Context: an optimization exercise on an open-source flow, tuned for small area, a short achievable clock period and few clock cycles per item. The choices shown serve that exercise and are no tape-out recipe. No driver is modelled on the clock port, so clocking that relies on it looks cheaper here than on a real chip. Power and IR drop assume default switching activity.

== before ==
==> flow/design.v (excerpt) <==
module lzss_decoder (
  input logic rst_,
  input logic clk,
  input logic literal,
  input logic data_ready,
  input logic [3*8-1:0] data_in,
  output logic new_data_ready,
  output logic data_valid,
  output logic [8-1:0] data_out
);
  localparam int WIN = 56;
  logic       t_valid;     
  logic       t_lit;       
  logic       t_copy;      
  logic [7:0] t_byte;      
  logic [7:0] ring [WIN-1:0];
  logic [7:0] rem;       
  logic       act;       
  logic       last;      
  logic       rep;       
  logic       empty;     
  logic       lit;       
  logic [7:0] e_byte;    
  logic [7:0] lo;        
  logic [6:0] hi;        
  logic       accept;
  logic       e_load;
  logic       in_far;
  logic       in_copy;
  logic       nxt_act;
  logic       nxt_last;
  logic       rem2_1, empty2;
  logic [7:0] byte_out;
  assign accept   = data_ready & new_data_ready;
  assign e_load   = t_valid;
  assign in_far   = (|data_in[15:6]) | (data_in[5:3] == 3'b111);
  assign in_copy  = !literal && !in_far && data_in[23:16] != 8'd0;
  assign data_out = ring[0];
  always_comb begin
    byte_out = lit ? e_byte : 8'd0;
    for (int j = 0; j < 7; j++) begin
      logic [7:0] grp;
      grp = 8'd0;
      for (int k = 0; k < 8; k++)
        for (int b = 0; b < 8; b++)
          grp[b] = grp[b] | (lo[k] & ring[8*j+k][b]);
      byte_out = byte_out | (hi[j] ? grp : 8'd0);
    end
  end
  always_comb begin
    nxt_act  = e_load ? (t_lit || t_copy) : (act && rem >= 8'd2);
    nxt_last = e_load ? (t_lit || (t_copy && rem == 8'd1)) : (act && rem == 8'd2);
    rem2_1   = accept  ? literal
             : t_valid ? (t_copy && rem == 8'd2)
             :           rem == 8'd3;
  ...
Size in the first run: roughly 1000 cells after synthesis, about 38 I/O pins, about 14000 um^2 of cells after synthesis.
==> module lzss_decoder, before the edit <==
module lzss_decoder (
  input logic rst_,
  input logic clk,
  input logic literal,
  input logic data_ready,
  input logic [3*8-1:0] data_in,
  output logic new_data_ready,
  output logic data_valid,
  output logic [8-1:0] data_out
);
  localparam int WIN = 56;
  logic       t_valid;     
  logic       t_lit;       
  logic       t_copy;      
  logic [7:0] t_byte;      
  logic [7:0] ring [WIN-1:0];
  logic [7:0] rem;       
  logic       act;       
  logic       last;      
  logic       rep;       
  logic       empty;     
  logic       lit;       
  logic [7:0] e_byte;    
  logic [7:0] lo;        
  logic [6:0] hi;        
  logic       accept;
  logic       e_load;
  logic       in_far;
  logic       in_copy;
  logic       nxt_act;
  logic       nxt_last;
  logic       rem2_1, empty2;
  logic [7:0] byte_out;
  assign accept   = data_ready & new_data_ready;
  assign e_load   = t_valid;
  assign in_far   = (|data_in[15:6]) | (data_in[5:3] == 3'b111);
  assign in_copy  = !literal && !in_far && data_in[23:16] != 8'd0;
  assign data_out = ring[0];
  always_comb begin
    byte_out = lit ? e_byte : 8'd0;
    for (int j = 0; j < 7; j++) begin
      logic [7:0] grp;
      grp = 8'd0;
      for (int k = 0; k < 8; k++)
        for (int b = 0; b < 8; b++)
          grp[b] = grp[b] | (lo[k] & ring[8*j+k][b]);
      byte_out = byte_out | (hi[j] ? grp : 8'd0);
    end
  end
  always_comb begin
    nxt_act  = e_load ? (t_lit || t_copy) : (act && rem >= 8'd2);
    nxt_last = e_load ? (t_lit || (t_copy && rem == 8'd1)) : (act && rem == 8'd2);
    rem2_1   = accept  ? literal
             : t_valid ? (t_copy && rem == 8'd2)
             :           rem == 8'd3;
    empty2   = empty && !act && !nxt_act && !accept;
  end
  always_ff @(posedge clk) begin
    t_lit  <= literal;
    t_copy <= in_copy;
    t_byte <= data_in[7:0];
  end
  always_ff @(posedge clk) begin
    ring[0] <= byte_out;
    for (int i = WIN-1; i >= 1; i--) ring[i] <= ring[i-1];
  end
  always_ff @(posedge clk) begin
    e_byte[7:6] <= t_byte[7:6];
    e_byte[5:0] <= e_load ? t_byte[5:0] : e_byte[5:0] - 6'd1;
  end
  always_ff @(posedge clk) begin
    if (accept) begin
      rem <= data_in[23:16];
    end else if (e_load) begin
      if (t_lit)        rem <= 8'd1;
      else if (!t_copy) rem <= 8'd0;
    end else begin
      rem <= rem == 8'd0 ? 8'(WIN-1) : rem - 8'd1;
    end
  end
  always_ff @(posedge clk) begin
    if (!rst_) begin
      lit  <= 1'b0;
      lo   <= 8'h80;
      hi   <= 7'h40;
    end else if (e_load) begin
      lit <= t_lit;
      for (int k = 0; k < 8; k++) lo[k] <= t_copy ? t_byte[2:0] == 3'(k) : k == 7;
      for (int j = 0; j < 7; j++) hi[j] <= t_copy ? t_byte[5:3] == 3'(j) : (j == 6 && !t_lit);
    end else if (last) begin
      lit  <= 1'b0;
      lo   <= 8'h80;
      hi   <= 7'h40;
    end else if (rep) begin
      lit  <= 1'b0;
      lo   <= 8'h01;
      hi   <= 7'h01;
    end
  end
  always_ff @(posedge clk) begin
    if (!rst_) begin
      t_valid        <= 1'b0;
      act            <= 1'b0;
      last           <= 1'b0;
      rep            <= 1'b0;
      empty          <= 1'b1;
      new_data_ready <= 1'b1;
      data_valid     <= 1'b0;
    end else begin
      t_valid        <= accept;
      act            <= nxt_act;
      last           <= nxt_last;
      rep            <= e_load ? (t_copy && t_byte[5:0] == 6'd0 && rem != 8'd1)
                               : (act && rem >= 8'd3 && e_byte[5:0] == 6'd1);
      empty          <= empty & !act;
      new_data_ready <= rem2_1 || empty2;
      data_valid     <= act;
    end
  end
endmodule
Settings: LEC_CHECK=0, CAP_MARGIN=20, CORE_MARGIN=2, CORE_UTILIZATION=65, CTS_CLUSTER_DIAMETER=60, CTS_CLUSTER_SIZE=18, SETUP_SLACK_MARGIN=3.15, SLEW_MARGIN=20; clock period 5.0 ns.
standard.sh (not shown) runs the stock make flow with config.mk's settings and CLKGATE_MAP_FILE= SYNTH_SCRIPT=/design/flow/synth_recipe.tcl, a recipe that flattens the netlist after the stock synthesis.
==> flow/flow/run.sh <==
#!/bin/bash
set -euo pipefail
R=orfs/results/${FLOW_PLATFORM}/lzss_decoder/base
bash standard.sh "BUFFER_PORTS_ARGS=-buffer_cell sky130_fd_sc_hd__buf_1" cts > 1_standard_to_cts.log 2>&1
cp $R/4_cts.odb $R/4_cts_orig.odb
R=$R openroad -no_init -exit flow/flatten_clock_tree.tcl > 2_flatten_clock_tree.log 2>&1
bash standard.sh finish > 3_standard_finish.log 2>&1
Other scripts of this flow, unchanged in this note and not shown: flow/flow/flatten_clock_tree.tcl
before: done, clean on timing, DRC and antenna
Input-level comparison between after and before:
==> flow/design.v, changed modules only <==
module lzss_decoder (
  input logic rst_,
  input logic clk,
  input logic literal,
  input logic data_ready,
  input logic [3*8-1:0] data_in,
  output logic new_data_ready,
  output logic data_valid,
  output logic [8-1:0] data_out
);
  localparam int WIN = 56;
  logic       t_valid;     
  logic       t_lit;       
  logic       t_copy;      
  logic [7:0] t_byte;      
  logic [7:0] t_len;
  logic [7:0] ring [WIN-1:0];
  logic [7:0] rem;       
  logic       act;       
  logic       last;      
  logic       rep;       
  logic       empty;     
  logic       lit;       
  logic [5:0] dcnt;      
  logic [7:0] lo;        
  logic [6:0] hi;        
  logic       accept;
  logic       e_load;
  logic       in_far;
  logic       in_copy;
  logic       nxt_act;
  logic       nxt_last;
  logic       rem2_1, empty2;
  logic [7:0] byte_out;
  assign accept   = data_ready & new_data_ready;
  assign e_load   = t_valid;
  assign in_far   = (|data_in[15:6]) | (data_in[5:3] == 3'b111);
  assign in_copy  = !literal && !in_far && data_in[23:16] != 8'd0;
  assign data_out = ring[0];
  always_comb begin
    byte_out = lit ? lo : 8'd0;
    for (int j = 0; j < 7; j++) begin
      logic [7:0] grp;
      grp = 8'd0;
      for (int k = 0; k < 8; k++)
        for (int b = 0; b < 8; b++)
          grp[b] = grp[b] | (lo[k] & ring[8*j+k][b]);
      byte_out = byte_out | (hi[j] ? grp : 8'd0);
    end
  end
  always_comb begin
    nxt_act  = e_load ? (t_lit || t_copy) : (act && rem >= 8'd2);
    nxt_last = e_load ? (t_lit || (t_copy && t_len == 8'd1)) : (act && rem == 8'd2);
    rem2_1   = accept  ? literal
             : t_valid ? (t_copy && t_len == 8'd2)
             :           rem == 8'd3;
    empty2   = empty && !act && !nxt_act && !accept;
  end
  always_ff @(posedge clk) begin
    t_lit  <= literal;
    t_copy <= in_copy;
    t_byte <= data_in[7:0];
    t_len  <= data_in[23:16];
  end
  always_ff @(posedge clk) begin
    ring[0] <= byte_out;
    for (int i = WIN-1; i >= 1; i--) ring[i] <= ring[i-1];
  end
  always_ff @(posedge clk) begin
    dcnt <= e_load ? t_byte[5:0] : dcnt - 6'd1;
  end
  always_ff @(posedge clk) begin
    if (e_load) begin
      if (t_lit)       rem <= 8'd1;
      else if (t_copy) rem <= t_len;
      else             rem <= 8'd0;
    end else begin
      rem <= rem == 8'd0 ? 8'(WIN-1) : rem - 8'd1;
    end
  end
  always_ff @(posedge clk) begin
    if (!rst_) begin
      lit  <= 1'b0;
      lo   <= 8'h80;
      hi   <= 7'h40;
    end else if (e_load) begin
      lit <= t_lit;
      for (int k = 0; k < 8; k++) lo[k] <= t_lit ? t_byte[k] : t_copy ? t_byte[2:0] == 3'(k) : k == 7;
      for (int j = 0; j < 7; j++) hi[j] <= t_copy ? t_byte[5:3] == 3'(j) : (j == 6 && !t_lit);
    end else if (last) begin
      lit  <= 1'b0;
      lo   <= 8'h80;
      hi   <= 7'h40;
    end else if (rep) begin
      lit  <= 1'b0;
      lo   <= 8'h01;
      hi   <= 7'h01;
    end
  end
  always_ff @(posedge clk) begin
    if (!rst_) begin
      t_valid        <= 1'b0;
      act            <= 1'b0;
      last           <= 1'b0;
      rep            <= 1'b0;
      empty          <= 1'b1;
      new_data_ready <= 1'b1;
      data_valid     <= 1'b0;
    end else begin
      t_valid        <= accept;
      act            <= nxt_act;
      last           <= nxt_last;
      rep            <= e_load ? (t_copy && t_byte[5:0] == 6'd0 && t_len != 8'd1)
                               : (act && rem >= 8'd3 && dcnt == 6'd1);
      empty          <= empty & !act;
      new_data_ready <= rem2_1 || empty2;
      data_valid     <= act;
    end
  end
endmodule
--- outcome ---
after: internal power component is 0.000069 W higher than what before reported. Going from before to after, the number of filler instances in the final layout was found to have gone up by about 6.6%. Total power draw up about 1.7% in after wrt before. In the metrics for before and after, the one carrying the lower global routing usage on met2 is before. Relative to before, instance area after placement has gone up in after.
No functional check of the RTL was part of any run of this note.

[static timing again, ports no longer ideal]
The flow's constraints put no driver on any port. The routed layouts listed below were extracted and timed again, unchanged, in two steps.
Step 1 assumes that a clkbuf_16 drives the clock port and a buf_2 every other input.
Step 2 times the ports against the registers' clock, not the clock port: input delays grow and output delays shrink by t, the midpoint of the rising clock arrivals with the driver on.
a / b / c = ideal ports / drivers / drivers and shift; a / b = the first two.
| run | t, ns | slack for setup (ns) | worst hold slack (ns) | latest minus earliest clock arrival (ns) | worst register clock-pin slew, ns |
|---|---|---|---|---|---|
| before | 0.458 | 3.110 / 3.048 / 2.972 | 0.332 / 0.332 / 0.332 | 0.021 / 0.021 | 0.11 / 0.11 |
| after | 0.415 | 3.172 / 3.082 / 2.967 | 0.331 / 0.331 / 0.331 | 0.026 / 0.026 | 0.10 / 0.10 |
After both steps setup and hold are still met in every run listed. The setup slack of after, which loses most, moves by -0.090 ns with the drivers and by -0.205 ns with both steps.
